This is an optimization exercise on Yosys and OpenROAD, whose aim is small area and a short achievable clock period, not a production implementation. Only simulation tests tie the RTL to the original design; equivalence was not proved. Power and IR drop assume default switching activity.

File: design.v
module Viterbi_Decoder(
    input [1:0] encoded_signal,
    input clk,
    input reset,
    output wire decoded_signal
);
  reg        t, tp;      
  reg [2:0]  e, f;
  reg [2:0]  dr;        
  reg [35:0] re;        
  reg [3:0]  cnt;       
  reg        dec;
  wire [12:0] X, Y;
  vd_tables tables (.t(t), .e(e), .f(f), .X(X), .Y(Y));
  wire [3:0] cntn;
  wire nv14, g10, g11, g12, g20, g21, g22;
  vd_ctl ctl (.reset(reset), .cnt(cnt), .dr(dr), .t_s(t), .tp_s(tp), .cntn(cntn), .nv14(nv14),
              .g10(g10), .g11(g11), .g12(g12), .g20(g20), .g21(g21), .g22(g22));
  wire [35:0] ren;
  genvar k;
  generate
    for (k = 0; k < 12; k = k + 1) begin : st
      vd_col col (.s(re[3*k +: 3]), .d0(dr[0]), .g10(g10), .g11(g11), .g12(g12),
                  .g20(g20), .g21(g21), .g22(g22), .n(ren[3*k +: 3]));
    end
  endgenerate
  wire o00, o11, o10, o01;
  vd_out outs (.s(ren[35:33]), .i00(X[3:2]), .i11(X[1:0]), .i10(Y[3:2]), .i01(Y[1:0]),
               .o00(o00), .o11(o11), .o10(o10), .o01(o01));
  wire       tn, decn;
  wire [2:0] en, fn, dn;
  vd_sel sel (.c0(encoded_signal[0]), .c1(encoded_signal[1]), .reset(reset), .nv14(nv14),
              .X(X), .Y(Y), .o00(o00), .o11(o11), .o10(o10), .o01(o01),
              .tn(tn), .en(en), .fn(fn), .dn(dn), .decn(decn));
  always @(posedge clk) begin
    t   <= tn;     
    e   <= en;
    f   <= fn;
    cnt <= cntn;
    tp  <= t;
    dr  <= dn;
    re  <= {ren[32:0], dr};
    dec <= decn;
  end
  assign decoded_signal = dec;
endmodule
module vd_tables(
    input t,
    input [2:0] e,
    input [2:0] f,
    output [12:0] X,
    output [12:0] Y
);
  wire tb_new_n34, tb_new_n35, tb_new_n36, tb_new_n37, tb_new_n38, tb_new_n39, tb_new_n40, tb_new_n41, tb_new_n42, tb_new_n43, tb_new_n44, tb_new_n45, tb_new_n46, tb_new_n47, tb_new_n48, tb_new_n49, tb_new_n50, tb_new_n51, tb_new_n52, tb_new_n53, tb_new_n56, tb_new_n57, tb_new_n58, tb_new_n59, tb_new_n60, tb_new_n62, tb_new_n63, tb_new_n64, tb_new_n65, tb_new_n66, tb_new_n68, tb_new_n69, tb_new_n71, tb_new_n73, tb_new_n74, tb_new_n75, tb_new_n76, tb_new_n78, tb_new_n79, tb_new_n80, tb_new_n81, tb_new_n82, tb_new_n84, tb_new_n85, tb_new_n86, tb_new_n87, tb_new_n90, tb_new_n91, tb_new_n94, tb_new_n97, tb_new_n98, tb_new_n100, tb_new_n101, tb_new_n107, tb_new_n108, tb_new_n111, tb_new_n113, tb_new_n116;
  vc_inv_1 tbg00 (.A(e[2]), .Y(tb_new_n34));
  vc_nor2_1 tbg01 (.A(t), .B(tb_new_n34), .Y(tb_new_n35));
  vc_inv_1 tbg02 (.A(e[1]), .Y(tb_new_n36));
  vc_nor2_1 tbg03 (.A(t), .B(tb_new_n36), .Y(tb_new_n37));
  vc_inv_1 tbg04 (.A(f[1]), .Y(tb_new_n38));
  vc_nor2_1 tbg05 (.A(t), .B(e[2]), .Y(tb_new_n39));
  vc_inv_1 tbg06 (.A(t), .Y(tb_new_n40));
  vc_nor2_1 tbg07 (.A(tb_new_n40), .B(tb_new_n34), .Y(tb_new_n41));
  vc_nor2_1 tbg08 (.A(tb_new_n39), .B(tb_new_n41), .Y(tb_new_n42));
  vc_nor2_1 tbg09 (.A(tb_new_n38), .B(tb_new_n42), .Y(tb_new_n43));
  vc_o21ai_0 tbg10 (.A1(tb_new_n37), .A2(tb_new_n43), .B1(e[2]), .Y(tb_new_n44));
  vc_inv_1 tbg11 (.A(tb_new_n41), .Y(tb_new_n45));
  vc_inv_1 tbg12 (.A(e[0]), .Y(tb_new_n46));
  vc_inv_1 tbg13 (.A(f[0]), .Y(tb_new_n47));
  vc_o21ai_0 tbg14 (.A1(tb_new_n40), .A2(tb_new_n46), .B1(tb_new_n47), .Y(tb_new_n48));
  vc_nand2_1 tbg15 (.A(tb_new_n45), .B(tb_new_n48), .Y(tb_new_n49));
  vc_nand2_1 tbg16 (.A(tb_new_n44), .B(tb_new_n49), .Y(tb_new_n50));
  vc_inv_1 tbg17 (.A(f[2]), .Y(tb_new_n51));
  vc_nor2_1 tbg18 (.A(e[0]), .B(e[1]), .Y(tb_new_n52));
  vc_o21ai_0 tbg19 (.A1(tb_new_n40), .A2(tb_new_n52), .B1(tb_new_n51), .Y(tb_new_n53));
  vc_a21oi_1 tbg20 (.A1(tb_new_n50), .A2(tb_new_n53), .B1(tb_new_n35), .Y(X[0]));
  vc_o22ai_1 tbg21 (.A1(e[0]), .A2(tb_new_n38), .B1(tb_new_n51), .B2(tb_new_n49), .Y(X[1]));
  vc_nor2_1 tbg22 (.A(t), .B(tb_new_n46), .Y(tb_new_n56));
  vc_nor2_1 tbg23 (.A(e[2]), .B(f[2]), .Y(tb_new_n57));
  vc_nand2_1 tbg24 (.A(tb_new_n56), .B(tb_new_n57), .Y(tb_new_n58));
  vc_nand2_1 tbg25 (.A(tb_new_n37), .B(f[0]), .Y(tb_new_n59));
  vc_nor2_1 tbg26 (.A(tb_new_n47), .B(tb_new_n51), .Y(tb_new_n60));
  vc_o211ai_1 tbg27 (.A1(tb_new_n60), .A2(tb_new_n45), .B1(tb_new_n58), .C1(tb_new_n59), .Y(X[2]));
  vc_inv_1 tbg28 (.A(tb_new_n60), .Y(tb_new_n62));
  vc_o22ai_1 tbg29 (.A1(e[0]), .A2(tb_new_n38), .B1(tb_new_n35), .B2(tb_new_n62), .Y(tb_new_n63));
  vc_a21oi_1 tbg30 (.A1(f[2]), .A2(tb_new_n56), .B1(tb_new_n63), .Y(tb_new_n64));
  vc_nor2_1 tbg31 (.A(tb_new_n46), .B(tb_new_n34), .Y(tb_new_n65));
  vc_nand2_1 tbg32 (.A(t), .B(f[2]), .Y(tb_new_n66));
  vc_a21oi_1 tbg33 (.A1(tb_new_n65), .A2(tb_new_n66), .B1(tb_new_n64), .Y(X[3]));
  vc_nand2_1 tbg34 (.A(tb_new_n40), .B(tb_new_n51), .Y(tb_new_n68));
  vc_nor2_1 tbg35 (.A(f[0]), .B(f[1]), .Y(tb_new_n69));
  vc_o21ai_0 tbg36 (.A1(tb_new_n69), .A2(tb_new_n68), .B1(tb_new_n66), .Y(X[4]));
  vc_inv_1 tbg37 (.A(tb_new_n39), .Y(tb_new_n71));
  vc_o221ai_1 tbg38 (.A1(tb_new_n40), .A2(f[0]), .B1(e[1]), .B2(tb_new_n65), .C1(tb_new_n71), .Y(X[5]));
  vc_nor2_1 tbg39 (.A(t), .B(tb_new_n51), .Y(tb_new_n73));
  vc_nor2_1 tbg40 (.A(tb_new_n36), .B(tb_new_n73), .Y(tb_new_n74));
  vc_inv_1 tbg41 (.A(tb_new_n74), .Y(tb_new_n75));
  vc_nor3_1 tbg42 (.A(f[2]), .B(tb_new_n37), .C(tb_new_n56), .Y(tb_new_n76));
  vc_nor3_1 tbg43 (.A(tb_new_n56), .B(tb_new_n76), .C(tb_new_n75), .Y(X[6]));
  vc_o21ai_0 tbg44 (.A1(tb_new_n36), .A2(tb_new_n63), .B1(X[1]), .Y(tb_new_n78));
  vc_nand2_1 tbg45 (.A(tb_new_n74), .B(tb_new_n59), .Y(tb_new_n79));
  vc_nor2_1 tbg46 (.A(tb_new_n51), .B(tb_new_n65), .Y(tb_new_n80));
  vc_inv_1 tbg47 (.A(tb_new_n80), .Y(tb_new_n81));
  vc_nand2_1 tbg48 (.A(tb_new_n81), .B(tb_new_n41), .Y(tb_new_n82));
  vc_nand3_1 tbg49 (.A(tb_new_n78), .B(tb_new_n79), .C(tb_new_n82), .Y(X[7]));
  vc_nand2_1 tbg50 (.A(tb_new_n65), .B(tb_new_n66), .Y(tb_new_n84));
  vc_nand2_1 tbg51 (.A(e[1]), .B(f[2]), .Y(tb_new_n85));
  vc_nor2_1 tbg52 (.A(tb_new_n38), .B(tb_new_n51), .Y(tb_new_n86));
  vc_nor2_1 tbg53 (.A(t), .B(tb_new_n86), .Y(tb_new_n87));
  vc_a31oi_1 tbg54 (.A1(tb_new_n84), .A2(t), .A3(tb_new_n85), .B1(tb_new_n87), .Y(X[8]));
  vc_o211ai_1 tbg55 (.A1(f[0]), .A2(tb_new_n45), .B1(tb_new_n53), .C1(tb_new_n85), .Y(X[9]));
  vc_a21oi_1 tbg56 (.A1(e[1]), .A2(e[2]), .B1(f[2]), .Y(tb_new_n90));
  vc_nand2_1 tbg57 (.A(tb_new_n35), .B(tb_new_n90), .Y(tb_new_n91));
  vc_nand3_1 tbg58 (.A(tb_new_n64), .B(tb_new_n59), .C(tb_new_n91), .Y(X[10]));
  vc_o31ai_1 tbg59 (.A1(tb_new_n46), .A2(tb_new_n34), .A3(tb_new_n68), .B1(tb_new_n44), .Y(X[11]));
  vc_nand2_1 tbg60 (.A(tb_new_n35), .B(tb_new_n69), .Y(tb_new_n94));
  vc_nand3b_1 tbg61 (.A_N(tb_new_n76), .B(tb_new_n85), .C(tb_new_n94), .Y(X[12]));
  vc_nor2_1 tbg62 (.A(tb_new_n42), .B(tb_new_n80), .Y(Y[0]));
  vc_inv_1 tbg63 (.A(tb_new_n69), .Y(tb_new_n97));
  vc_nand2_1 tbg64 (.A(tb_new_n34), .B(t), .Y(tb_new_n98));
  vc_o21ai_0 tbg65 (.A1(tb_new_n98), .A2(tb_new_n97), .B1(tb_new_n81), .Y(Y[1]));
  vc_nor2_1 tbg66 (.A(e[2]), .B(tb_new_n47), .Y(tb_new_n100));
  vc_o21ai_0 tbg67 (.A1(f[1]), .A2(tb_new_n100), .B1(tb_new_n40), .Y(tb_new_n101));
  vc_o21ai_0 tbg68 (.A1(f[2]), .A2(tb_new_n101), .B1(tb_new_n82), .Y(Y[2]));
  vc_o21ai_0 tbg69 (.A1(tb_new_n71), .A2(tb_new_n97), .B1(tb_new_n81), .Y(Y[3]));
  vc_o21ai_0 tbg70 (.A1(tb_new_n52), .A2(tb_new_n71), .B1(tb_new_n45), .Y(Y[4]));
  vc_o21bai_1 tbg71 (.A1(f[1]), .A2(tb_new_n60), .B1_N(X[4]), .Y(Y[5]));
  vc_nor3_1 tbg72 (.A(tb_new_n38), .B(tb_new_n100), .C(tb_new_n42), .Y(Y[6]));
  vc_a22oi_1 tbg73 (.A1(tb_new_n57), .A2(tb_new_n38), .B1(e[2]), .B2(tb_new_n69), .Y(tb_new_n107));
  vc_nand2_1 tbg74 (.A(tb_new_n107), .B(t), .Y(tb_new_n108));
  vc_o221ai_1 tbg75 (.A1(tb_new_n36), .A2(f[0]), .B1(tb_new_n84), .B2(tb_new_n86), .C1(tb_new_n108), .Y(Y[7]));
  vc_o21ai_0 tbg76 (.A1(tb_new_n62), .A2(tb_new_n98), .B1(tb_new_n44), .Y(Y[8]));
  vc_a21oi_1 tbg77 (.A1(tb_new_n34), .A2(tb_new_n69), .B1(tb_new_n86), .Y(tb_new_n111));
  vc_o211ai_1 tbg78 (.A1(e[0]), .A2(tb_new_n66), .B1(tb_new_n71), .C1(tb_new_n111), .Y(Y[9]));
  vc_a22oi_1 tbg79 (.A1(e[1]), .A2(e[2]), .B1(tb_new_n107), .B2(tb_new_n40), .Y(tb_new_n113));
  vc_o31ai_1 tbg80 (.A1(tb_new_n46), .A2(tb_new_n34), .A3(tb_new_n73), .B1(tb_new_n113), .Y(Y[10]));
  vc_a21oi_1 tbg81 (.A1(tb_new_n75), .A2(tb_new_n101), .B1(tb_new_n90), .Y(Y[11]));
  vc_nand2_1 tbg82 (.A(tb_new_n73), .B(tb_new_n52), .Y(tb_new_n116));
  vc_nand3_1 tbg83 (.A(tb_new_n111), .B(tb_new_n98), .C(tb_new_n116), .Y(Y[12]));
endmodule
module vd_ctl(
    input reset,
    input [3:0] cnt,
    input [2:0] dr,
    input t_s, tp_s,
    output [3:0] cntn,
    output nv14,
    output g10, g11, g12, g20, g21, g22
);
  wire ct_new_n24, ct_new_n25, ct_new_n26, ct_new_n27, ct_new_n28, ct_new_n30, ct_new_n31, ct_new_n33, ct_new_n35, ct_new_n37;
  vc_nand3_1 ctg00 (.A(cnt[1]), .B(cnt[2]), .C(cnt[3]), .Y(nv14));
  vc_a21oi_1 ctg01 (.A1(nv14), .A2(cnt[0]), .B1(reset), .Y(cntn[0]));
  vc_nand2_1 ctg02 (.A(cnt[2]), .B(cnt[3]), .Y(ct_new_n24));
  vc_nand2_1 ctg03 (.A(cnt[0]), .B(cnt[1]), .Y(ct_new_n25));
  vc_inv_1 ctg04 (.A(ct_new_n25), .Y(ct_new_n26));
  vc_inv_1 ctg05 (.A(reset), .Y(ct_new_n27));
  vc_o21ai_0 ctg06 (.A1(cnt[0]), .A2(cnt[1]), .B1(ct_new_n27), .Y(ct_new_n28));
  vc_a21oi_1 ctg07 (.A1(ct_new_n26), .A2(ct_new_n24), .B1(ct_new_n28), .Y(cntn[1]));
  vc_inv_1 ctg08 (.A(cnt[3]), .Y(ct_new_n30));
  vc_o21ai_0 ctg09 (.A1(cnt[2]), .A2(ct_new_n26), .B1(ct_new_n27), .Y(ct_new_n31));
  vc_a31oi_1 ctg10 (.A1(cnt[2]), .A2(ct_new_n30), .A3(ct_new_n26), .B1(ct_new_n31), .Y(cntn[2]));
  vc_nand2_1 ctg11 (.A(ct_new_n26), .B(cnt[2]), .Y(ct_new_n33));
  vc_a21oi_1 ctg12 (.A1(ct_new_n33), .A2(ct_new_n30), .B1(reset), .Y(cntn[3]));
  vc_inv_1 ctg13 (.A(tp_s), .Y(ct_new_n35));
  vc_nor2_1 ctg14 (.A(dr[1]), .B(ct_new_n35), .Y(g10));
  vc_inv_1 ctg15 (.A(dr[1]), .Y(ct_new_n37));
  vc_nor2_1 ctg16 (.A(tp_s), .B(ct_new_n37), .Y(g11));
  vc_nor2_1 ctg17 (.A(g10), .B(g11), .Y(g12));
  vc_a21oi_1 ctg18 (.A1(ct_new_n35), .A2(t_s), .B1(dr[2]), .Y(g20));
  vc_a21boi_0 ctg19 (.A1(t_s), .A2(tp_s), .B1_N(dr[2]), .Y(g21));
  vc_nor2_1 ctg20 (.A(g21), .B(g20), .Y(g22));
endmodule
module vd_col(
    input [2:0] s,
    input d0, g10, g11, g12, g20, g21, g22,
    output [2:0] n
);
  assign n[0] = ~(d0 ? s[1] : s[0]);
  assign n[1] = ~((g10 & s[0]) | (g11 & s[1]) | (g12 & s[2]));
  assign n[2] = ~((g20 & s[0]) | (g21 & s[1]) | (g22 & s[2]));
endmodule
module vd_out(
    input [2:0] s,
    input [1:0] i00, i11, i10, i01,
    output o00, o11, o10, o01
);
  function pick(input [2:0] v, input [1:0] i);
    pick = i[1] ? v[2] : (i[0] ? v[1] : v[0]);
  endfunction
  assign o00 = pick(s, i00);
  assign o11 = pick(s, i11);
  assign o10 = pick(s, i10);
  assign o01 = pick(s, i01);
endmodule
module vd_sel(
    input c0, c1, reset, nv14,
    input [12:0] X,
    input [12:0] Y,
    input o00, o11, o10, o01,
    output tn,
    output [2:0] en,
    output [2:0] fn,
    output [2:0] dn,
    output decn
);
  wire s00, s01, s10, s11, nrst;    
  vc_nor3_1   u_s00 (.A(c0), .B(c1), .C(reset), .Y(s00));
  vc_nor3b_1  u_s01 (.A(c1), .B(reset), .C_N(c0), .Y(s01));
  vc_nor3b_1  u_s10 (.A(c0), .B(reset), .C_N(c1), .Y(s10));
  vc_and3b_1  u_s11 (.A_N(reset), .B(c0), .C(c1), .X(s11));
  vc_inv_1    u_nr (.A(reset), .Y(nrst));
  vc_or2_1    u_t (.A(s01), .B(s10), .X(tn));
  vd_sel4 #(.R(1)) u_e2 (s00, s01, s10, s11, nrst, {X[9],  Y[9],  Y[12], X[12]}, en[2]);
  vd_sel4 #(.R(1)) u_e1 (s00, s01, s10, s11, nrst, {X[8],  Y[8],  Y[11], X[11]}, en[1]);
  vd_sel4 #(.R(1)) u_e0 (s00, s01, s10, s11, nrst, {X[7],  Y[7],  Y[10], X[10]}, en[0]);
  vd_sel4 #(.R(0)) u_f2 (s00, s01, s10, s11, nrst, {X[12], Y[12], Y[9],  X[9]},  fn[2]);
  vd_sel4 #(.R(0)) u_f1 (s00, s01, s10, s11, nrst, {X[11], Y[11], Y[8],  X[8]},  fn[1]);
  vd_sel4 #(.R(0)) u_f0 (s00, s01, s10, s11, nrst, {X[10], Y[10], Y[7],  X[7]},  fn[0]);
  vd_sel4 #(.R(0))     u_d2 (s00, s01, s10, s11, nrst, {X[6],  Y[6],  Y[5],  X[5]},  dn[2]);
  vd_sel4 #(.R(0))     u_d1 (s00, s01, s10, s11, nrst, {X[4],  Y[5],  Y[6],  X[4]},  dn[1]);
  vd_sel4 #(.R(0))     u_d0 (s00, s01, s10, s11, nrst, {X[5],  Y[4],  Y[4],  X[6]},  dn[0]);
  wire p1, p2;
  vc_a22oi_1  u_o1 (.A1(s00), .A2(o00), .B1(s01), .B2(o10), .Y(p1));
  vc_a22oi_1  u_o2 (.A1(s10), .A2(o01), .B1(s11), .B2(o11), .Y(p2));
  vc_a21oi_1  u_dec (.A1(p1), .A2(p2), .B1(nv14), .Y(decn));
endmodule
module vd_sel4 #(parameter R = 0) (
    input s00, s01, s10, s11, nrst,
    input [3:0] d,
    output y
);
  wire p1, p2;
  vc_a22oi_1 u_p1 (.A1(s00), .A2(d[0]), .B1(s01), .B2(d[1]), .Y(p1));
  vc_a22oi_1 u_p2 (.A1(s10), .A2(d[2]), .B1(s11), .B2(d[3]), .Y(p2));
  generate
    if (R) begin : one
      vc_nand3_1 u_y (.A(p1), .B(p2), .C(nrst), .Y(y));
    end else begin : zero
      vc_nand2_1 u_y (.A(p1), .B(p2), .Y(y));
    end
  endgenerate
endmodule
module vc_a21boi_0(input A1, input A2, input B1_N, output Y);
  assign Y = (~A1&B1_N) | (~A2&B1_N);
endmodule
module vc_a21oi_1(input A1, input A2, input B1, output Y);
  assign Y = (~A1&~B1) | (~A2&~B1);
endmodule
module vc_a22oi_1(input A1, input A2, input B1, input B2, output Y);
  assign Y = (~A1&~B1) | (~A1&~B2) | (~A2&~B1) | (~A2&~B2);
endmodule
module vc_a31oi_1(input A1, input A2, input A3, input B1, output Y);
  assign Y = (~A1&~B1) | (~A2&~B1) | (~A3&~B1);
endmodule
module vc_and3b_1(input A_N, input B, input C, output X);
  assign X = (~A_N&B&C);
endmodule
module vc_inv_1(input A, output Y);
  assign Y = (~A);
endmodule
module vc_nand2_1(input A, input B, output Y);
  assign Y = (~A) | (~B);
endmodule
module vc_nand3_1(input A, input B, input C, output Y);
  assign Y = (~A) | (~B) | (~C);
endmodule
module vc_nand3b_1(input A_N, input B, input C, output Y);
  assign Y = (A_N) | (~B) | (~C);
endmodule
module vc_nor2_1(input A, input B, output Y);
  assign Y = (~A&~B);
endmodule
module vc_nor3_1(input A, input B, input C, output Y);
  assign Y = (~A&~B&~C);
endmodule
module vc_nor3b_1(input A, input B, input C_N, output Y);
  assign Y = (~A&~B&C_N);
endmodule
module vc_o211ai_1(input A1, input A2, input B1, input C1, output Y);
  assign Y = (~A1&~A2) | (~B1) | (~C1);
endmodule
module vc_o21ai_0(input A1, input A2, input B1, output Y);
  assign Y = (~A1&~A2) | (~B1);
endmodule
module vc_o21bai_1(input A1, input A2, input B1_N, output Y);
  assign Y = (~A1&~A2) | (B1_N);
endmodule
module vc_o221ai_1(input A1, input A2, input B1, input B2, input C1, output Y);
  assign Y = (~B1&~B2) | (~A1&~A2) | (~C1);
endmodule
module vc_o22ai_1(input A1, input A2, input B1, input B2, output Y);
  assign Y = (~B1&~B2) | (~A1&~A2);
endmodule
module vc_o31ai_1(input A1, input A2, input A3, input B1, output Y);
  assign Y = (~A1&~A2&~A3) | (~B1);
endmodule
module vc_or2_1(input A, input B, output X);
  assign X = (A) | (B);
endmodule
File: flow/run.sh
#!/bin/bash
# The standard layout (the standard.sh, unchanged synthesis), with two
# optimisation knobs: port buffers of a normal buffer cell instead of the
# delay cell buffer_ports picks by default, and a setup margin so that the
# resizer's repair works towards a shorter period than the 10 ns constraint.
# The constraints (constraint.sdc) are not changed.
set -euo pipefail
bash standard.sh \
  "BUFFER_PORTS_ARGS=-buffer_cell sky130_fd_sc_hd__buf_2" \
  SETUP_SLACK_MARGIN=${MARGIN:-7.2} \
  ABC_LOAD_IN_FF=1 \
  "CTS_ARGS=-sink_clustering_enable -repair_clock_nets -dont_use_dummy_load" \
  finish > make_finish.log 2>&1
File: standard.sh
#!/bin/bash
# synth_recipe.tcl (not shown) runs the flow's synth.tcl, then flattens the netlist and writes it again
# the make line also repeats each setting of config.mk as NAME=value (left out here)
make -C /OpenROAD-flow-scripts/flow DESIGN_CONFIG=/design/flow/config.mk WORK_HOME=/design/flow/orfs CLKGATE_MAP_FILE= SYNTH_SCRIPT=/design/flow/synth_recipe.tcl "${@:-finish}"
File: constraint.sdc
create_clock -name core_clock -period 10.0 [get_ports {clk}]
set_input_delay 2.0000 -clock core_clock [delete_from_list [all_inputs] [get_ports {clk}]]
set_output_delay 2.0000 -clock core_clock [all_outputs]
set_load 0.01 [all_outputs]
File: config.mk
export PLATFORM = sky130hd
export DESIGN_NAME = Viterbi_Decoder
export DESIGN_NICKNAME = Viterbi_Decoder
export VERILOG_FILES = /design/flow/design.v
export SDC_FILE = /design/flow/constraint.sdc
export NUM_CORES = 4
export LEC_CHECK = 0
export CAP_MARGIN = 20
export CORE_MARGIN = 2
export CORE_UTILIZATION = 40
export SLEW_MARGIN = 20
export SYNTH_HIERARCHICAL = 1
export SYNTH_MINIMUM_KEEP_SIZE = 0
==> run summary, run 1 <==
- Area of the mapped netlist: approximately 2200 um2
- FF/Latch Area: 1040 um2
- Fillers: 509
- Hold depth: 0
- Avg Cell Area, Syn: 9.12 um2
- R2R depth: 11
- Row Count: 26
- Inserted Diodes: 0
- Number of enable flip-flop cells after synthesis: 0
- Die Span X: slightly below 80 um
- Clock Pin Slew Worst Setup and Hold Paths: 0.08 ns
- WS Path Type: reg2out
- First-pass GRT wire length: 9230 um
- PwrDens: 235 nW/um2
- Area Overhead vs Synth: 12.0%
- Reg2Reg Setup Slack: 7.73 ns
- Largest net degree at the start of global routing: 17
- VDD IR max: between 0.08 and 0.09 mV
- CP Launch Type: flop
- Post_cts resized: 1
- Clock Latency Late Sink: 0.30 ns
- Max-slew violations: 0
- Vias per cell: 6.13
- DRT antenna net count: 0
- Layout Skew: just over 0.02 ns
- Post-CTS setup buffers: 0
- DIE AREA: 6100 um2
- Capture point of the critical path: decoded_signal
- Final Cycle Share: 0.273
- # IOs: 5
- CTS root buffer: clkbuf_8
- Via Count: approximately 2,000
- Crit path max fanout: 1
- Max Clock Freq: 366 MHz
- Area leader, netlist: dfxtp_1
- R2r startpoint: t
- Synth warn: 8
- Vias in the first global route: 1,900
- Most frequent cells in the layout: dfxtp_1 (52), nand2_1 (28), a222oi_1 (24)
- Initial DRC Count: 231
- Crit path capture type: output port
- LEAKAGE: 0.000971 uW
- Num Clock Sinks: 52
- Area after DPL: 2370 um2
- Top cell type's share of synthesized area: 0.474
- First-pass iteration count of the detailed router: 8
- Non-Filler Instances: 327
- Buf/Inv on CP: 1
- Fin crit period: approximately 2.7 ns
- Met2 Usage GRT: 0.316
- DRC errors left: 0
- Die height: 78.1 um
- Share of layout cells above drive strength 1: 0.0739
- Routed WL: 5330 um
- Final setup viols: 0
- Hold WC Path Type: reg2reg
- Worst reg2reg endpoint: dec
- GRT Resource Usage Total: 0.190
- Critical path depth: 1
- Max_slew headroom: 0.617
- Most common cell after layout, fill and taps aside: dfxtp_1
- Final hold viol count: 0
- CTS Buf Count: 5
- Seq/Total Area, Yosys: 0.474
- Status: complete, no violations
- Seq cells post-synth: 52
- GR Overflow Total: 0
- Nets@finish: 263
- Core area: around 5200 um2
- Gr busiest metal: met2
- Synth area leaders: dfxtp_1 (47%), a222oi_1 (11%), a22oi_1 (7.5%), mux2i_1 (7.3%), nand2_1 (4.8%)
- Gpl congestion: about 1
- Max stage delay cell, worst path: dfxtp_1
- Largest stage delay, worst path: slightly above 0.3 ns
- H-Tree Depth: 2
- Global Route met3 Usage: 0.0310
- Post-route cell area: 2460 um2
- Crit. Startpoint: dec
- Worst EP required: about 8.0 ns
- Worst slack at placement: 6.82 ns
- Avg WL per Cell: 16.3 um
- Syn_nets: 245
- Distinct cells, synth: 22
- Footprint of the multi-input gates: 1120 um2
- CP top delay family: flip-flops
- Async S/R FF share, synth: 0
- Post-synth top flop: dfxtp_1
- Max-Cap Viols: 0
- Post-synthesis cell count: 241
- Worst path cell trace: buf_2
- Met1 Usage GRT: 0.247
- Slew @ Worst Pin: 0.575 ns
- # hold bufs at CTS: 0
- Worst Path Arrival: 0.73 ns
- Setup ws final: 7.27 ns
- Initial Util: 0.422
- Clock Tree Buf Depth: 2
- Number of antenna violations at the first check in global routing: 0
- RSZ-0062 raised after global routing: no
- IO buf count: 4
- TritonCTS clock tree: done
- DP HPWL: 3790 um
- Placed insts: 322
- Setup_tns: 0 ns
[cell usage after synthesis (all sizes together) (3+ instances only)]
master	n
a22oi	22
a222oi	24
a21oi	11
mux2i	16
nor3	4
o211ai	3
dfxtp	52
o21ai	17
nor2	23
nand3	7
nand2	28
inv	19
[power breakdown]
part / switching [uW] / internal (uW)
clock: 60.8 / 45.3
sequential: 45.7 / 270
combinational: 89.0 / 68.4
[per-module statistics from Yosys, one instance, submodules excluded, excerpt]
module       area [um2]  cells
vc_or2_1           6.26      1
vc_a21boi_0        7.51      1
vd_col             30.0      3
vc_o31ai_1         7.51      1
vc_o22ai_1         6.26      1
vd_out             75.1     12
vc_o21ai_0         5.00      1
vc_and3b_1         8.76      1
vc_nand2_1         3.75      1
vc_nor3_1          5.00      1
vc_nor2_1          3.75      1
vc_a22oi_1         7.51      1
vc_nand3_1         5.00      1
vc_o211ai_1        7.51      1
vc_a21oi_1         5.00      1
vc_nand3b_1        7.51      1
[state kept, by name, indices dropped and copies added, names as in the netlist]
name and count:
f 3, dec 1, tp 1, t 1, e 3, re 36
cnt 4, dr 3
[worst min-delay path by stage]
stage | start | end | slack [ns]
global route | dr[2] | re[2] | 0.38
CTS | dr[2] | re[2] | 0.38
detailed placement | dr[2] | re[2] | 0.37
global placement | dr[2] | re[2] | 0.36
floorplan | dr[2] | re[2] | 0.35
finish | dr[2] | re[2] | 0.37
[metrics by stage]
step | utilization | power [uW] | hold slack (ns)
4_1_cts | 0.470 | 580 | 0.376
3_5_place_dp | 0.456 | 473 | 0.366
5_1_grt | 0.473 | 618 | 0.379
2_1_floorplan | - | 424 | 0.346
6_report | 0.473 | 579 | 0.374
3_3_place_gp | 0.456 | 473 | 0.362
[cells by family (layout without fill, tap and decap cells)]
logic type             Yosys count  count (layout)  share of synthesized area
AND/OR/NAND/NOR                 67              67                      0.129
AO/OA/AOI/OAI                   87              87                      0.292
multiplexers                    16              16                     0.0729
buffers and inverters           19              35                     0.0325
flip-flops                      52              52                      0.474
[final cells by class]
class | count | area share
Timing Repair Buffer | 11 | 0.0295
Clock buffer | 5 | 0.0280
Sequential cell | 52 | 0.423
Inverter | 19 | 0.0290
Multi-Input combinational cell | 170 | 0.455
Tap cell | 70 | 0.0356
[metal layers]
metal | routed length (um) | vias up
met4 | 91 | 0
met2 | 2450 | 100
met5 | 0 | -
li1 | - | 975
met1 | 2410 | 920
met3 | 377 | 9
==> inputs of run 2 (changes only) <==
--- a/config.mk
+++ b/config.mk
@@ -7,7 +7,7 @@
 export LEC_CHECK = 0
 export CAP_MARGIN = 20
 export CORE_MARGIN = 2
-export CORE_UTILIZATION = 40
+export CORE_UTILIZATION = 50
 export SLEW_MARGIN = 20
 export SYNTH_HIERARCHICAL = 1
 export SYNTH_MINIMUM_KEEP_SIZE = 0
==> run summary, run 2 <==
- Clock Tree Buf Depth: 2 (unchanged)
- Number of enable flip-flop cells after synthesis: 0 (unchanged)
- Clock Latency Late Sink: 0.30 ns (about the same)
- Distinct cells, synth: 22 (unchanged)
- Top cell type's share of synthesized area: 0.474 (unchanged)
- Crit path max fanout: 1 (unchanged)
- Final setup viols: 0 (unchanged)
- DRC errors left: 0 (unchanged)
- Seq cells post-synth: 52 (unchanged)
- Routed WL: 5490 um (+3.0%)
- Worst Path Arrival: 0.73 ns (about the same)
- Syn_nets: 245 (unchanged)
- Largest net degree at the start of global routing: 18 (+1)
- Core Util, Final: 0.566 (+0.0933)
- Via Count: 2,077 (+3.6%)
- IO buf count: 4 (unchanged)
- Count leader, synth: dfxtp_1
- Post-Synth Simple-Gate Area: 0.129 (unchanged)
- Buf/Inv on CP: 1 (unchanged)
- Max-Cap Viols: 0 (unchanged)
- Largest stage delay, worst path: 0.30 ns (about the same)
- Synth warn: 8 (unchanged)
- Worst path cell trace: buf_2
- CP Launch Type: flop
- Nets@finish: 262 (-0.38%)
- H-Tree Depth: 2 (unchanged)
- Fillers: 376 (-26%)
- Avg Cell Area, Syn: 9.12 um2 (unchanged)
- Initial Util: 0.512 (+0.0895)
- Largest register FFs: 36 (unchanged)
- Status: complete, no violations
- Clock Pin Slew Worst Setup and Hold Paths: 0.09 ns (about the same)
- Most common cell after layout, fill and taps aside: dfxtp_1
- TritonCTS clock tree: done
- Synth area leaders: dfxtp_1 (47%), a222oi_1 (11%), a22oi_1 (7.5%), mux2i_1 (7.3%), nand2_1 (4.8%)
- Row Count: 24 (-7.7%)
- Compound-cell area share of the yosys netlist: 0.292 (unchanged)
- DRT antenna net count: 0 (unchanged)
- RSZ-0062 raised after global routing: no
- Fin crit period: 2.73 ns (-0.00409 ns)
- Synth cell count leaders: dfxtp_1 (52), nand2_1 (28), a222oi_1 (24), nor2_1 (23), a22oi_1 (22)
- Worst reg2reg endpoint: dec
- CTS Buf Count: 5 (unchanged)
- Hold_sp: dr[2]
- Most frequent cells in the layout: dfxtp_1 (52), nand2_1 (28), a222oi_1 (24)
- Max_slew headroom: 0.503 (-0.114)
- DIE AREA: 4940 um2 (-19%)
- Crit path capture type: output port
- Number of antenna violations at the first check in global routing: 0 (unchanged)
- Setup_tns: 0 ns (unchanged)
- R2r startpoint: t
- XOR/XNOR share of the synthesized area: 0 (unchanged)
- First-pass iteration count of the detailed router: 6 (-2)
- # hold bufs at CTS: 0 (unchanged)
- Hold depth: 0 (unchanged)
- Area leader, netlist: dfxtp_1
- Num Clock Sinks: 52 (unchanged)
- Seq/Total Area, Yosys: 0.474 (unchanged)
- Slew @ Worst Pin: 0.744 ns (+0.170 ns)
- VDD IR max: 0.0915 mV (+7.1%)
- # IOs: 5 (unchanged)
- Avg WL per Cell: 17.8 um (+9.4%)
- Hold WC Path Type: reg2reg
- Post-synth top flop: dfxtp_1
- Hold worst-path end: re[2]
- Largest family of logic cells by synthesized area: compound AO/OA/AOI/OAI gates
- Layout Skew: 0.0294 ns (+0.00864 ns)
- Top flop regs: re (36), cnt (4)
- Post-synthesis cell count: 241 (unchanged)
- LEAKAGE: 0.000966 uW (-0.54%)
- Vias per cell: 6.74 (+10%)
- Area of the mapped netlist: 2200 um2 (unchanged)
- Async S/R FF share, synth: 0 (unchanged)
- Synth Area in Adders: 0 (unchanged)
- Worst EP required: 8.00 ns (about the same)
- Share of layout cells above drive strength 1: 0.0703 (-0.00362)
- Final hold viol count: 0 (unchanged)
- Max-slew violations: 0 (unchanged)
- PwrDens: 239 nW/um2 (+1.4%)
- R2R depth: 11 (unchanged)
- Core area: 4290 um2 (-17%)
- GRT Resource Usage Total: 0.232 (+0.0416)
- Vias in the first global route: 1,956 (+2.9%)
- Gpl congestion: 0.959 (-2.3%)
- CP top delay family: flip-flops
- First-pass GRT wire length: 9070 um (-1.7%)
- Mux share of post-synthesis cell area: 0.0729 (unchanged)
- Die Span X: 70.3 um (-10%)
- Initial DRC Count: 289 (+25%)
- Max stage delay cell, worst path: dfxtp_1
- Reg2Reg Setup Slack: 7.62 ns (-0.11 ns)
- GR Overflow Total: 0 (unchanged)
- Inserted Diodes: 0 (unchanged)
- DP HPWL: 3990 um (+5.2%)
- Die height: 70.3 um (-10%)
- CTS root buffer: clkbuf_8
- Final Cycle Share: 0.273 (-0.000409)
- Max Clock Freq: 367 MHz (+0.15%)
- Area Overhead vs Synth: 10.6%
- Largest Register: re
- WS Path Type: reg2out
[run 2: cell counts after synthesis]
No cell type changed its count.
[run 2: layer usage]
layer | routed length, um | track usage | up-vias
met1 | 2110 | 0.265 | 944
li1 | - | - | 967
met5 | 0 | 0 | -
met4 | 339 | 0.162 | 0
met2 | 2650 | 0.384 | 133
met3 | 384 | 0.0476 | 33
[run 2: power breakdown]
| part | internal [uW] | leakage (uW) | switching [uW] |
|---|---|---|---|
| logic | 68.0 | 0.000496 | 88.2 |
| clock network | 45.2 | 0.0000359 | 57.6 |
| registers | 270 | 0.000434 | 51.0 |
| total | 383 | 0.000966 | 197 |
[run 2: cell families (layout without fill, tap and decap cells)]
logic type	Yosys count	in the layout
flops	52	52
buf+inv	19	34
simple gates	67	67
compound gates	87	87
mux	16	16
[run 2: final cells by class]
type	instances	area (um2)	area share
Clock buffer	5	68.8	0.0283
Multi-Input combinational cell	170	1120	0.460
Inverter	19	71.3	0.0294
Sequential cell	52	1040	0.428
Timing Repair Buffer	10	65.1	0.0268
Tap cell	52	65.1	0.0268
[run 2: repair_timing]
action | 4_1_cts | 5_1_grt
gates cloned | 0 | 0
endpoints found under the setup margin | 1 | 10
buffers inserted | 0 | 0
pin swaps | 0 | 1
resized for setup | 1 | 2
[run 2: worst max-delay path by stage]
stage	start	to	slack [ns]	cells past startpoint
6_report	dec	decoded_signal	7.27	1
5_1_grt	encoded_signal[1]	dec	7.20	4
3_5_place_dp	reset	dec	6.87	4
4_1_cts	reset	dec	7.21	4
2_1_floorplan	reset	dec	7.23	3
3_3_place_gp	reset	dec	6.94	4
[run 2: Yosys stat by module (local to each module, per instance), excerpt]
module / times used / cell area (um2) / flip-flops and latches / cells
vc_a22oi_1: 22 / 7.51 / 0 / 1
vc_a21oi_1: 11 / 5.00 / 0 / 1
vd_out: 1 / 75.1 / 0 / 12
vc_o21bai_1: 1 / 7.51 / 0 / 1
vc_o31ai_1: 2 / 7.51 / 0 / 1
vc_o221ai_1: 2 / 8.76 / 0 / 1
Viterbi_Decoder: 1 / 1040 / 52 / 52
vc_nor3b_1: 2 / 7.51 / 0 / 1
vc_o211ai_1: 3 / 7.51 / 0 / 1
vc_nor2_1: 23 / 3.75 / 0 / 1
vd_col: 12 / 30.0 / 0 / 3
vc_inv_1: 19 / 3.75 / 0 / 1
vc_and3b_1: 1 / 8.76 / 0 / 1
vc_a31oi_1: 2 / 6.26 / 0 / 1
vc_o21ai_0: 13 / 5.00 / 0 / 1
[run 2: stage by stage]
stage                     instances  setup WS [ns]  area (um2)  total power (uW)  hold slack (ns)
after floorplan                 241           7.23        2210               424            0.346
after global placement          303           6.94        2340               470            0.368
after detailed placement        303           6.87        2340               475            0.374
after CTS                       308           7.21        2420               579            0.411
after global routing            308           7.20        2430               615            0.429
final                           308           7.27        2430               580            0.409
==> inputs of run 3 (changes only) <==
--- a/config.mk
+++ b/config.mk
@@ -7,7 +7,8 @@
 export LEC_CHECK = 0
 export CAP_MARGIN = 20
 export CORE_MARGIN = 2
-export CORE_UTILIZATION = 50
+export CORE_UTILIZATION = 40
+export PLACE_DENSITY = 0.7
 export SLEW_MARGIN = 20
 export SYNTH_HIERARCHICAL = 1
 export SYNTH_MINIMUM_KEEP_SIZE = 0
==> run summary, run 3 <==
- Layout Skew: 0.0235 ns (-0.00591 ns)
- Max_slew headroom: 0.420 (-0.0832)
- Nets@finish: 256 (-2.3%)
- Crit path capture type: flop
- Avg WL per Cell: 15.5 um (-13%)
- Inserted Diodes: 0 (unchanged)
- Avg Cell Area, Syn: 9.12 um2 (unchanged)
- DIE AREA: 6100 um2 (+24%)
- LEAKAGE: 0.000936 uW (-3.1%)
- First-pass iteration count of the detailed router: 7 (+1)
- Count leader, synth: dfxtp_1
- Die height: 78.1 um (+11%)
- Syn_nets: 245 (unchanged)
- Max-Cap Viols: 0 (unchanged)
- TritonCTS clock tree: done
- # hold bufs at CTS: 0 (unchanged)
- Top flop regs: re (36), cnt (4)
- CTS root buffer: clkbuf_8
- Status: complete, no violations
- PwrDens: 236 nW/um2 (-1.2%)
- Vias per cell: 6.34 (-5.9%)
- CP Launch Type: primary input
- Crit path max fanout: 11 (+10)
- Core Util, Final: 0.465 (-0.101)
- Final Cycle Share: 0.272 (-0.000573)
- Final setup viols: 0 (unchanged)
- Area Overhead vs Synth: 10.1%
- Fin crit period: 2.72 ns (-0.00573 ns)
- WS Path Type: in2reg
- RSZ-0062 raised after global routing: no
- Core area: 5200 um2 (+21%)
- Initial DRC Count: 280 (-3.1%)
- Buf/Inv on CP: 1 (unchanged)
- Via Count: 2,030 (-2.3%)
- Setup_tns: 0 ns (unchanged)
- CP top delay family: simple AND/OR/NAND/NOR gates
- Seq/Total Area, Yosys: 0.474 (unchanged)
- Worst path cell trace: buf_2, nor3b_4, a22oi_1, a21oi_1
- Synth cell count leaders: dfxtp_1 (52), nand2_1 (28), a222oi_1 (24), nor2_1 (23), a22oi_1 (22)
- Worst EP required: 10.22 ns (+2.22 ns)
- Max stage delay cell, worst path: nor3b_4
- Clock Tree Buf Depth: 2 (unchanged)
- DRC errors left: 0 (unchanged)
- Synth warn: 8 (unchanged)
- Num Clock Sinks: 52 (unchanged)
- Gpl congestion: 1.02 (+6.2%)
- Share of layout cells above drive strength 1: 0.0640 (-0.00631)
- GR Overflow Total: 0 (unchanged)
- Routed WL: 4970 um (-9.4%)
- Initial Util: 0.422 (-0.0895)
- Die Span X: 78.1 um (+11%)
- Clock Latency Late Sink: 0.30 ns (about the same)
- Clock Pin Slew Worst Setup and Hold Paths: 0.09 ns (about the same)
- Area leader, netlist: dfxtp_1
- Seq cells post-synth: 52 (unchanged)
- Max Clock Freq: 368 MHz (+0.21%)
- Distinct cells, synth: 22 (unchanged)
- DRT antenna net count: 0 (unchanged)
- Worst Path Arrival: 2.94 ns (+2.21 ns)
- Area of the mapped netlist: 2200 um2 (unchanged)
- Most frequent cells in the layout: dfxtp_1 (52), nand2_1 (28), a222oi_1 (24)
- CTS Buf Count: 5 (unchanged)
- Post-synth top flop: dfxtp_1
- DP HPWL: 3450 um (-14%)
- GRT Resource Usage Total: 0.163 (-0.0691)
- Async S/R FF share, synth: 0 (unchanged)
- Synth area leaders: dfxtp_1 (47%), a222oi_1 (11%), a22oi_1 (7.5%), mux2i_1 (7.3%), nand2_1 (4.8%)
- Slew @ Worst Pin: 0.867 ns (+0.123 ns)
- Largest stage delay, worst path: 0.44 ns (+0.14 ns)
- Footprint of the multi-input gates: 1130 um2 (+1.1%)
- H-Tree Depth: 2 (unchanged)
- Largest net degree at the start of global routing: 17 (-1)
- Top cell type's share of synthesized area: 0.474 (unchanged)
- FF/Latch Area: 1040 um2 (unchanged)
- Largest Register: re
- Number of enable flip-flop cells after synthesis: 0 (unchanged)
- Row Count: 26 (+8.3%)
- Fillers: 523 (+39%)
- Hold WC Path Type: reg2reg
- Number of antenna violations at the first check in global routing: 0 (unchanged)
- IO buf count: 4 (unchanged)
- Post-synthesis cell count: 241 (unchanged)
- VDD IR max: 0.106 mV (+16%)
- Largest register FFs: 36 (unchanged)
- Vias in the first global route: 1,745 (-11%)
- # IOs: 5 (unchanged)
- Max-slew violations: 0 (unchanged)
- First-pass GRT wire length: 8200 um (-9.6%)
- Most common cell after layout, fill and taps aside: dfxtp_1
- Final hold viol count: 0 (unchanged)
-- run 3: cell counts after synthesis --
No cell type changed its count.
-- run 3: where the power goes --
| part | internal [uW] | switching [uW] | total [uW] | leakage (uW) |
|---|---|---|---|---|
| Sequential | 270 | 49.1 | 319 | 0.000434 |
| Clock | 45.2 | 58.5 | 104 | 0.0000359 |
| Combinational | 64.4 | 83.5 | 148 | 0.000466 |
-- run 3: area by class of cell --
type,count,share of cell area
Inverter,19,0.0295
Clock buffer,5,0.0284
Sequential cell,52,0.430
Timing Repair Buffer,4,0.00827
Multi-Input combinational cell,170,0.467
Tap cell,70,0.0362
-- run 3: kinds of logic after synthesis --
group,Yosys count,share of synthesized area
compound gates,87,0.292
buf+inv,19,0.0325
flops,52,0.474
mux,16,0.0729
simple gates,67,0.129
-- run 3: what timing repair did --
action | in CTS | in global routing
setup endpoints to repair | 1 | 10
resized for setup | 2 | 5
buffers inserted | 0 | 0
-- run 3: per-layer routing --
metal / share of wire / GRT usage
met5: 0 / 0
met4: 0.0090 / 0.0316
met1: 0.45 / 0.231
met3: 0.088 / 0.0276
met2: 0.45 / 0.264
-- run 3: stage by stage --
stage | setup WS (ns) | hold slack (ns) | total power (uW) | area [um2] | instances
floorplan | 7.23 | 0.346 | 424 | 2210 | 241
global placement | 6.91 | 0.358 | 465 | 2320 | 315
detailed placement | 6.84 | 0.357 | 465 | 2320 | 315
CTS | 7.21 | 0.389 | 568 | 2400 | 320
global route | 7.21 | 0.399 | 607 | 2420 | 320
finish | 7.28 | 0.387 | 571 | 2420 | 320
-- run 3: worst register-to-register path: cells and delay by family, from the launching register on --
family / cells / cell delay [ns]
AOI/OAI and AO/OA: 4 / 0.97
and+or+nand+nor: 2 / 0.83
DFF: 1 / 0.39
muxes: 1 / 0.15
buffers and inverters: 1 / 0.09
-- run 3: modules after synthesis (local to each module, per instance), excerpt --
module / cell area (um2) / flops+latches / copies in the design / cells
vc_a22oi_1: 7.51 / 0 / 22 / 1
vc_o21ai_0: 5.00 / 0 / 13 / 1
vc_nand3b_1: 7.51 / 0 / 1 / 1
vc_a31oi_1: 6.26 / 0 / 2 / 1
vc_nor3b_1: 7.51 / 0 / 2 / 1
vc_inv_1: 3.75 / 0 / 19 / 1
vc_o21bai_1: 7.51 / 0 / 1 / 1
vc_o211ai_1: 7.51 / 0 / 3 / 1
vc_a21oi_1: 5.00 / 0 / 11 / 1
vc_nand3_1: 5.00 / 0 / 7 / 1
vc_or2_1: 6.26 / 0 / 1 / 1
vc_o221ai_1: 8.76 / 0 / 2 / 1
vc_o31ai_1: 7.51 / 0 / 2 / 1
vd_out: 75.1 / 0 / 1 / 12
-- run 3: final timing paths --
kind,start,to,slack [ns],cells past startpoint
setup / recovery,reset,dec,7.28,4
hold / removal,dr[2],re[2],0.39,0
setup reg to reg,tp,dec,7.49,8
hold reg to reg,dr[2],re[2],0.39,0
==> inputs of run 4 (changes only) <==
--- a/config.mk
+++ b/config.mk
@@ -8,7 +8,7 @@
 export CAP_MARGIN = 20
 export CORE_MARGIN = 2
 export CORE_UTILIZATION = 40
-export PLACE_DENSITY = 0.7
+export GPL_TIMING_DRIVEN = 0
 export SLEW_MARGIN = 20
 export SYNTH_HIERARCHICAL = 1
 export SYNTH_MINIMUM_KEEP_SIZE = 0
==> run summary, run 4 <==
- Status: complete, no violations
- Async S/R FF share, synth: 0 (unchanged)
- Die height: 78.1 um (unchanged)
- Area Overhead vs Synth: 10.1% (unchanged)
- RSZ-0062 raised after global routing: no
- Final Cycle Share: 0.274 (+0.00230)
- Die Span X: 78.1 um (unchanged)
- First-pass iteration count of the detailed router: 5 (-2)
- XOR/XNOR share of the synthesized area: 0 (unchanged)
- VDD IR max: 0.0792 mV (-25%)
- Distinct cells, synth: 22 (unchanged)
- Most common cell after layout, fill and taps aside: dfxtp_1
- Compound-cell area share of the yosys netlist: 0.292 (unchanged)
- Seq/Total Area, Yosys: 0.474 (unchanged)
- Largest net degree at the start of global routing: 17 (unchanged)
- Num Clock Sinks: 52 (unchanged)
- Core area: 5200 um2 (unchanged)
- Setup_tns: 0 ns (unchanged)
- GR Overflow Total: 0 (unchanged)
- Inserted Diodes: 0 (unchanged)
- # hold bufs at CTS: 0 (unchanged)
- CTS root buffer: clkbuf_8
- Worst path cell trace: buf_2, nor3b_4, a22oi_1, a21oi_1
- Worst Path Arrival: 2.98 ns (+0.04 ns)
- Initial DRC Count: 195 (-30%)
- IO buf count: 4 (unchanged)
- Post-route cell area: 2420 um2 (unchanged)
- Syn_nets: 245 (unchanged)
- Clock Latency Late Sink: 0.30 ns (about the same)
- Max-slew violations: 0 (unchanged)
- Synth warn: 8 (unchanged)
- Max_slew headroom: 0.432 (+0.0119)
- Largest Register: re
- Area leader, netlist: dfxtp_1
- Max-Cap Viols: 0 (unchanged)
- Crit path max fanout: 11 (unchanged)
- Avg WL per Cell: 16.4 um (+5.7%)
- Count leader, synth: dfxtp_1
- DRC errors left: 0 (unchanged)
- Final setup viols: 0 (unchanged)
- Slew @ Worst Pin: 0.849 ns (-0.0178 ns)
- Area of the mapped netlist: 2200 um2 (unchanged)
- Post-synthesis cell count: 241 (unchanged)
- R2R depth: 7 (-1)
- Top flop regs: re (36), cnt (4)
- Post-Synth Simple-Gate Area: 0.129 (unchanged)
- Avg Cell Area, Syn: 9.12 um2 (unchanged)
- TritonCTS clock tree: done
- Fillers: 509 (-2.7%)
- Synth Area in Adders: 0 (unchanged)
- Clock Pin Slew Worst Setup and Hold Paths: 0.09 ns (about the same)
- Final hold viol count: 0 (unchanged)
- Synth cell count leaders: dfxtp_1 (52), nand2_1 (28), a222oi_1 (24), nor2_1 (23), a22oi_1 (22)
- Initial Util: 0.422 (unchanged)
- Worst EP required: 10.23 ns (about the same)
- Layout Skew: 0.0194 ns (-0.00402 ns)
- Max Clock Freq: 365 MHz (-0.84%)
- WS Path Type: in2reg
- Area after DPL: 2320 um2 (unchanged)
- CTS Buf Count: 5 (unchanged)
- DIE AREA: 6100 um2 (unchanged)
- Largest family of logic cells by synthesized area: compound AO/OA/AOI/OAI gates
- Largest register FFs: 36 (unchanged)
- Most frequent cells in the layout: dfxtp_1 (52), nand2_1 (28), a222oi_1 (24)
- Number of enable flip-flop cells after synthesis: 0 (unchanged)
- Fin crit period: 2.74 ns (+0.0230 ns)
- Routed WL: 5260 um (+5.7%)
- GRT Resource Usage Total: 0.176 (+0.0136)
- Crit path capture type: flop
- Mux share of post-synthesis cell area: 0.0729 (unchanged)
- Via Count: 2,012 (-0.89%)
- Row Count: 26 (unchanged)
- PwrDens: 236 nW/um2 (+0.15%)
- Seq cells post-synth: 52 (unchanged)
- Post-synth top flop: dfxtp_1
- Vias per cell: 6.29 (-0.89%)
- Synth area leaders: dfxtp_1 (47%), a222oi_1 (11%), a22oi_1 (7.5%), mux2i_1 (7.3%), nand2_1 (4.8%)
- Max stage delay cell, worst path: nor3b_4
- Hold depth: 0 (unchanged)
- LEAKAGE: 0.000936 uW (unchanged)
- CP Launch Type: primary input
- Number of antenna violations at the first check in global routing: 0 (unchanged)
- DRT antenna net count: 0 (unchanged)
- Top cell type's share of synthesized area: 0.474 (unchanged)
- Nets@finish: 256 (unchanged)
- DP HPWL: 3570 um (+3.7%)
- Share of layout cells above drive strength 1: 0.0640 (unchanged)
- Gpl congestion: 1.00 (-1.5%)
- Hold WC Path Type: reg2reg
- Core Util, Final: 0.465 (unchanged)
- Largest stage delay, worst path: 0.47 ns (+0.03 ns)
- Clock Tree Buf Depth: 2 (unchanged)
- Vias in the first global route: 1,811 (+3.8%)
- # IOs: 5 (unchanged)
- H-Tree Depth: 2 (unchanged)
- First-pass GRT wire length: 8730 um (+6.5%)
## run 4: worst max-delay path: cells and delay by family
| kind | cells | cell delay [ns] |
|---|---|---|
| simple gates | 1 | 0.47 |
| buf+inv | 1 | 0.17 |
| compound gates | 2 | 0.33 |
## run 4: logic make-up (layout without fill, tap and decap cells)
family / count (synthesis) / in the layout
compound gates: 87 / 87
buf+inv: 19 / 28
flops: 52 / 52
mux: 16 / 16
simple gates: 67 / 67
## run 4: cell type report
type / instances / area [um2] / area share
Timing Repair Buffer: 4 / 20.0 / 0.00827
Sequential cell: 52 / 1040 / 0.430
Inverter: 19 / 71.3 / 0.0295
Clock buffer: 5 / 68.8 / 0.0284
Multi-Input combinational cell: 170 / 1130 / 0.467
Tap cell: 70 / 87.6 / 0.0362
## run 4: modules after synthesis (local to each module, per instance), excerpt
module / area [um2] / cells inside / copies in the design
Viterbi_Decoder: 1040 / 52 / 1
vd_col: 30.0 / 3 / 12
vc_o21bai_1: 7.51 / 1 / 1
vc_o211ai_1: 7.51 / 1 / 3
vc_nand3b_1: 7.51 / 1 / 1
vc_a22oi_1: 7.51 / 1 / 22
vc_a31oi_1: 6.26 / 1 / 2
vc_o22ai_1: 6.26 / 1 / 2
vc_or2_1: 6.26 / 1 / 1
vc_nor3_1: 5.00 / 1 / 4
vc_nand3_1: 5.00 / 1 / 7
vc_a21oi_1: 5.00 / 1 / 11
vc_inv_1: 3.75 / 1 / 19
vc_nand2_1: 3.75 / 1 / 24
## run 4: metrics by stage
stage | instances | power [uW] | hold WS, ns | setup WS [ns]
floorplan | 241 | 424 | 0.346 | 7.23
global placement | 315 | 466 | 0.361 | 6.77
detailed placement | 315 | 465 | 0.361 | 6.74
CTS | 320 | 573 | 0.357 | 7.24
global route | 320 | 610 | 0.375 | 7.21
finish | 320 | 571 | 0.357 | 7.26
## run 4: path summary, 6_finish.rpt
path	from	end	slack [ns]
max	reset	dec	7.26
min	dr[2]	re[2]	0.36
max reg2reg	t	dec	7.46
min reg2reg	dr[2]	re[2]	0.36
## run 4: timing repair
item | in CTS | in global routing
pin swaps | 0 | 1
resized for setup | 5 | 2
endpoints found under the hold margin | 0 | 0
endpoints found under the setup margin | 10 | 1
setup buffers | 0 | 0
## run 4: where the power goes
part,total [uW],leakage [uW],internal [uW],switching (uW)
clock network,106,0.0000359,45.2,60.3
registers,318,0.000434,270,48.4
logic,148,0.000466,64.4,83.4
total,571,0.000936,379,192
## run 4: per-layer routing
| layer | track usage | up-vias | part of all wire |
|---|---|---|---|
| li1 | - | 956 | - |
| met1 | 0.229 | 939 | 0.45 |
| met2 | 0.294 | 101 | 0.46 |
| met3 | 0.0322 | 16 | 0.074 |
| met4 | 0.0632 | 0 | 0.018 |
| met5 | 0 | - | 0 |
==> inputs of run 5 (changes only) <==
--- a/config.mk
+++ b/config.mk
@@ -7,8 +7,8 @@
 export LEC_CHECK = 0
 export CAP_MARGIN = 20
 export CORE_MARGIN = 2
-export CORE_UTILIZATION = 40
-export GPL_TIMING_DRIVEN = 0
+export CORE_UTILIZATION = 50
+export PLACE_DENSITY = 0.7
 export SLEW_MARGIN = 20
 export SYNTH_HIERARCHICAL = 1
 export SYNTH_MINIMUM_KEEP_SIZE = 0
==> run summary, run 5 <==
- Async S/R FF share, synth: 0 (unchanged)
- Row Count: 24 (-7.7%)
- Avg Cell Area, Syn: 9.12 um2 (unchanged)
- Routed WL: 5280 um (+0.40%)
- Vias in the first global route: 1,981 (+9.4%)
- CTS root buffer: clkbuf_8
- CP top delay family: flip-flops
- Die Span X: 70.3 um (-10%)
- RSZ-0062 raised after global routing: no
- Final setup viols: 0 (unchanged)
- Gpl congestion: 0.947 (-5.6%)
- Distinct cells, synth: 22 (unchanged)
- Clock Tree Buf Depth: 2 (unchanged)
- VDD IR max: 0.129 mV (+63%)
- PwrDens: 239 nW/um2 (+1.1%)
- Max stage delay cell, worst path: dfxtp_1
- LEAKAGE: 0.000947 uW (+1.1%)
- Crit path max fanout: 1 (-10)
- Worst path cell trace: buf_2
- Syn_nets: 245 (unchanged)
- Clock Latency Late Sink: 0.31 ns (about the same)
- Max Clock Freq: 364 MHz (-0.31%)
- Share of layout cells above drive strength 1: 0.0754 (+0.0114)
- GRT Resource Usage Total: 0.225 (+0.0484)
- Non-Filler Instances: 304 (-5.0%)
- Final hold viol count: 0 (unchanged)
- Layout Skew: 0.0160 ns (-0.00347 ns)
- Worst EP required: 8.00 ns (-2.23 ns)
- Status: complete, no violations
- Number of antenna violations at the first check in global routing: 0 (unchanged)
- Synth warn: 8 (unchanged)
- Avg WL per Cell: 17.4 um (+5.7%)
- Crit path capture type: output port
- Via Count: 2,037 (+1.2%)
- Setup_tns: 0 ns (unchanged)
- Top cell type's share of synthesized area: 0.474 (unchanged)
- Area of the mapped netlist: 2200 um2 (unchanged)
- Max-slew violations: 0 (unchanged)
- Initial DRC Count: 360 (+85%)
- Fin crit period: 2.75 ns (+0.00855 ns)
- H-Tree Depth: 2 (unchanged)
- TritonCTS clock tree: done
- Largest net degree at the start of global routing: 16 (-1)
- Most frequent cells in the layout: dfxtp_1 (52), nand2_1 (28), a222oi_1 (24)
- Placed insts: 297 (-5.7%)
- Largest register FFs: 36 (unchanged)
- Top flop regs: re (36), cnt (4)
- Seq cells post-synth: 52 (unchanged)
- Max_slew headroom: 0.404 (-0.0278)
- Clock Pin Slew Worst Setup and Hold Paths: 0.08 ns (about the same)
- Most common cell after layout, fill and taps aside: dfxtp_1
- Count leader, synth: dfxtp_1
- Area Overhead vs Synth: 9.91%
- Slew @ Worst Pin: 0.891 ns (+0.0416 ns)
- DP HPWL: 3620 um (+1.3%)
- DRC errors left: 0 (unchanged)
- Num Clock Sinks: 52 (unchanged)
- CP Launch Type: flop
- IO buf count: 4 (unchanged)
- Final Cycle Share: 0.275 (+0.000855)
- First-pass GRT wire length: 8980 um (+2.8%)
- # IOs: 5 (unchanged)
- Post-synthesis cell count: 241 (unchanged)
- Nets@finish: 258 (+0.78%)
- Largest Register: re
- DRT antenna net count: 0 (unchanged)
- Die height: 70.3 um (-10%)
- Seq/Total Area, Yosys: 0.474 (unchanged)
- First-pass iteration count of the detailed router: 8 (+3)
- Max-Cap Viols: 0 (unchanged)
- Synth cell count leaders: dfxtp_1 (52), nand2_1 (28), a222oi_1 (24), nor2_1 (23), a22oi_1 (22)
- Number of enable flip-flop cells after synthesis: 0 (unchanged)
- GR Overflow Total: 0 (unchanged)
- Inserted Diodes: 0 (unchanged)
- Post-synth top flop: dfxtp_1
- Buf/Inv on CP: 1 (unchanged)
- Core area: 4290 um2 (-17%)
- Core Util, Final: 0.562 (+0.0975)
- Hold WC Path Type: reg2reg
- Synth area leaders: dfxtp_1 (47%), a222oi_1 (11%), a22oi_1 (7.5%), mux2i_1 (7.3%), nand2_1 (4.8%)
- # hold bufs at CTS: 0 (unchanged)
- Initial Util: 0.512 (+0.0895)
- Largest stage delay, worst path: 0.33 ns (-0.14 ns)
- Worst Path Arrival: 0.75 ns (-2.23 ns)
- Area leader, netlist: dfxtp_1
- DIE AREA: 4940 um2 (-19%)
- CTS Buf Count: 5 (unchanged)
- Vias per cell: 6.70 (+6.6%)
- WS Path Type: reg2out
==> run 5: layer usage <==
metal	track usage	part of all wire	wire, um
met5	0	0	0
met4	0.111	0.025	130
met3	0.0534	0.098	515
met2	0.355	0.46	2450
met1	0.287	0.41	2180
==> run 5: layout make-up <==
class,instances,area (um2)
clock buffers,5,68.8
inverters,19,71.3
repair buffers,6,35.0
well taps,52,65.1
fillers,367,1880
flip-flops and latches,52,1040
multi-input cells,170,1130
==> run 5: logic make-up (layout without fill, tap and decap cells) <==
logic type,after synthesis,in the layout,share of synthesized area
muxes,16,16,0.0729
AOI/OAI and AO/OA,87,87,0.292
and+or+nand+nor,67,67,0.129
DFF,52,52,0.474
buffers and inverters,19,30,0.0325
==> run 5: stage by stage <==
| step | instance area (um2) | total power [uW] | setup WS [ns] | hold slack (ns) |
|---|---|---|---|---|
| final | 2410 | 577 | 7.25 | 0.374 |
| after global routing | 2410 | 611 | 7.21 | 0.377 |
| after CTS | 2380 | 574 | 7.20 | 0.369 |
| after detailed placement | 2300 | 467 | 6.83 | 0.357 |
| after global placement | 2300 | 468 | 6.90 | 0.353 |
| after floorplan | 2210 | 424 | 7.23 | 0.346 |
==> run 5: timing repair <==
action | in CTS | in global routing
resized for setup | 5 | 3
endpoints found under the setup margin | 1 | 10
setup buffers | 0 | 2
pin swaps | 0 | 2
==> run 5: final timing paths <==
path	start	endpoint	slack, ns	depth (start not counted)
min	dr[2]	re[2]	0.37	0
min reg2reg	dr[2]	re[2]	0.37	0
max reg2reg	tp	dec	7.45	8
max	dec	decoded_signal	7.25	1
==> run 5: where the power goes <==
group          switching (uW)  leakage [uW]  internal, uW  total [uW]
Sequential               49.5      0.000434           270         319
Clock                    59.9     0.0000359          45.2         105
Combinational            87.4      0.000477          64.9         152
==> run 5: Yosys stat by module, one instance, submodules excluded, a selection <==
module           copies in the design  cells inside  flops+latches
vd_col                             12             3              0
vc_a31oi_1                          2             1              0
vc_nor2_1                          23             1              0
vc_nor3b_1                          2             1              0
vc_and3b_1                          1             1              0
vc_o21bai_1                         1             1              0
vc_nand2_1                         24             1              0
vc_inv_1                           19             1              0
vd_out                              1            12              0
vc_nand3_1                          7             1              0
Viterbi_Decoder                     1            52             52
==> inputs of run 6 (changes only) <==
==> flow/run.sh (replaced) <==
#!/bin/bash
# The standard layout (the standard.sh: the standard synthesis and ORFS
# flow, unchanged constraints), with these knobs passed to ORFS:
# - port buffers of a normal buffer cell instead of the delay cell that
#   buffer_ports picks by default (every port still gets its buffer);
# - a setup margin, so that the resizer's repair works towards a shorter
#   period than the 10 ns constraint;
# - ABC's output load for the per-module mapping set to 1 fF, so that the
#   small gate-sized modules keep their x1 cells;
# - clock tree synthesis with the default options plus -dont_use_dummy_load.
# All tool output goes to make_finish.log and ORFS's own logs under orfs/.
set -euo pipefail
bash standard.sh \
  "BUFFER_PORTS_ARGS=-buffer_cell sky130_fd_sc_hd__buf_2" \
  SETUP_SLACK_MARGIN=${MARGIN:-7.25} \
  ABC_LOAD_IN_FF=1 \
  "CTS_ARGS=-sink_clustering_enable -repair_clock_nets -dont_use_dummy_load" \
  finish > make_finish.log 2>&1
--- a/config.mk
+++ b/config.mk
@@ -7,7 +7,7 @@
 export LEC_CHECK = 0
 export CAP_MARGIN = 20
 export CORE_MARGIN = 2
-export CORE_UTILIZATION = 50
+export CORE_UTILIZATION = 40
 export PLACE_DENSITY = 0.7
 export SLEW_MARGIN = 20
 export SYNTH_HIERARCHICAL = 1
==> run summary, run 6 <==
- Distinct cells, synth: 22 (unchanged)
- Synth cell count leaders: dfxtp_1 (52), nand2_1 (28), a222oi_1 (24), nor2_1 (23), a22oi_1 (22)
- # hold bufs at CTS: 0 (unchanged)
- R2r startpoint: t
- Initial DRC Count: 261 (-28%)
- Critical path depth: 1 (unchanged)
- TritonCTS clock tree: done
- Area of the mapped netlist: 2200 um2 (unchanged)
- Avg WL per Cell: 15.9 um (-8.3%)
- Core area: 5200 um2 (+21%)
- DIE AREA: 6100 um2 (+24%)
- Min Hold Slack: 0.396 ns (+0.0220 ns)
- Crit path max fanout: 1 (unchanged)
- Max_slew headroom: 0.396 (-0.00767)
- Clock Pin Slew Worst Setup and Hold Paths: 0.09 ns (about the same)
- Async S/R FF share, synth: 0 (unchanged)
- CTS root buffer: clkbuf_8
- Nets@finish: 259 (+0.39%)
- Avg Cell Area, Syn: 9.12 um2 (unchanged)
- # IOs: 5 (unchanged)
- Num Clock Sinks: 52 (unchanged)
- CP top delay family: flip-flops
- Final hold viol count: 0 (unchanged)
- PwrDens: 234 nW/um2 (-2.0%)
- WS Path Type: reg2out
- Seq cells post-synth: 52 (unchanged)
- Fin crit period: 2.71 ns (-0.0388 ns)
- Worst reg2reg endpoint: dec
- Initial Util: 0.422 (-0.0895)
- Top cell type's share of synthesized area: 0.474 (unchanged)
- Final setup viols: 0 (unchanged)
- Inserted Diodes: 0 (unchanged)
- Vias per cell: 6.29 (-6.2%)
- Vias in the first global route: 1,825 (-7.9%)
- Setup_tns: 0 ns (unchanged)
- Worst EP required: 8.00 ns (about the same)
- Number of enable flip-flop cells after synthesis: 0 (unchanged)
- Gpl congestion: 1.00 (+5.8%)
- Status: complete, no violations
- Worst slack at placement: 6.93 ns (+0.0966 ns)
- Capture point of the critical path: decoded_signal
- Clock Latency Late Sink: 0.29 ns (-0.02 ns)
- Worst path cell trace: buf_6
- DRC errors left: 0 (unchanged)
- LEAKAGE: 0.000956 uW (+1.0%)
- Count leader, synth: dfxtp_1
- Reg2Reg Setup Slack: 7.49 ns (+0.04 ns)
- H-Tree Depth: 2 (unchanged)
- Area leader, netlist: dfxtp_1
run 6: cell count changes in the layout (fill, tap and decap cells not counted), sizes merged:
cell	delta
buf	+1
run 6: worst min path at each step:
stage | start | endpoint | slack (ns) | cells after the start
after CTS | dr[2] | re[2] | 0.36 | 0
after detailed placement | dr[2] | re[2] | 0.36 | 0
after global routing | dr[2] | re[2] | 0.41 | 0
after floorplan | dr[2] | re[2] | 0.35 | 0
after global placement | dr[2] | re[2] | 0.36 | 0
final | dr[2] | re[2] | 0.40 | 0
run 6: power by group:
| part | leakage [uW] | switching, uW | internal [uW] |
|---|---|---|---|
| registers | 0.000434 | 49.7 | 270 |
| clock network | 0.0000359 | 58.0 | 45.2 |
| logic | 0.000486 | 86.5 | 67.9 |
| total | 0.000956 | 194 | 383 |
run 6: stage by stage:
stage | utilization | total power (uW) | instances
2_1_floorplan | - | 424 | 241
3_3_place_gp | 0.447 | 465 | 315
3_5_place_dp | 0.447 | 467 | 315
4_1_cts | 0.464 | 571 | 320
5_1_grt | 0.474 | 614 | 323
6_report | 0.474 | 577 | 323
run 6: cell type report:
class                   instances  area (um2)  share of cell area
flip-flops and latches         52        1040               0.423
repair buffers                  7        48.8              0.0198
inverters                      19        71.3              0.0289
well taps                      70        87.6              0.0355
clock buffers                   5        68.8              0.0279
multi-input cells             170        1150               0.465
run 6: kinds of logic after synthesis:
family                 Yosys count  share of synthesized area
muxes                           16                     0.0729
DFF                             52                      0.474
and+or+nand+nor                 67                      0.129
AOI/OAI and AO/OA               87                      0.292
buffers and inverters           19                     0.0325
run 6: per-module statistics from Yosys (local to each module, per instance), a selection:
module           cells  flops+latches  times used
Viterbi_Decoder     52             52           1
vc_and3b_1           1              0           1
vc_nand3b_1          1              0           1
vc_a22oi_1           1              0          22
vc_inv_1             1              0          19
vc_o31ai_1           1              0           2
vd_col               3              0          12
vd_out              12              0           1
vc_a31oi_1           1              0           2
vc_nor2_1            1              0          23
vc_o21ai_0           1              0          13
vc_nand3_1           1              0           7
vc_or2_1             1              0           1
vc_nand2_1           1              0          24
run 6: routing by layer:
layer | vias up | routed length (um) | GRT usage | part of all wire
li1 | 959 | - | - | -
met1 | 949 | 2410 | 0.241 | 0.47
met2 | 113 | 2230 | 0.263 | 0.43
met3 | 10 | 407 | 0.0322 | 0.079
met4 | 0 | 94 | 0.0684 | 0.018
met5 | - | 0 | 0 | 0
run 6: repair_timing:
action                                 in CTS  in global routing
setup endpoints to repair                   1                  2
pin swaps                                   0                  2
buffers inserted                            0                  3
resized for setup                           5                  6
endpoints found under the hold margin       0                  0

==> separate check: timing with driven ports <==
How much do the figures lean on ideal ports? The routed layouts below were timed once more, with nothing changed but the port constraints. Step 1 assumes that a clkbuf_16 drives the clock port and a buf_2 every other input. Step 2 also shifts input and output timing later by t, the mid clock arrival at the registers, as if the neighbouring blocks saw the same clock. a / b / c = no drivers / after step 1 / after step 2; a / b = the first two.
run | t (ns) | setup slack, ns
run 1 | 0.325 | 7.271 / 7.238 / 6.971
run 2 | 0.317 | 7.275 / 7.247 / 6.998
run 3 | 0.309 | 7.280 / 7.257 / 6.978
run 4 | 0.321 | 7.258 / 7.253 / 6.947
run 5 | 0.321 | 7.249 / 7.226 / 7.004
run 6 | 0.315 | 7.288 / 7.259 / 7.027
After both steps setup and hold are still met in every run listed.
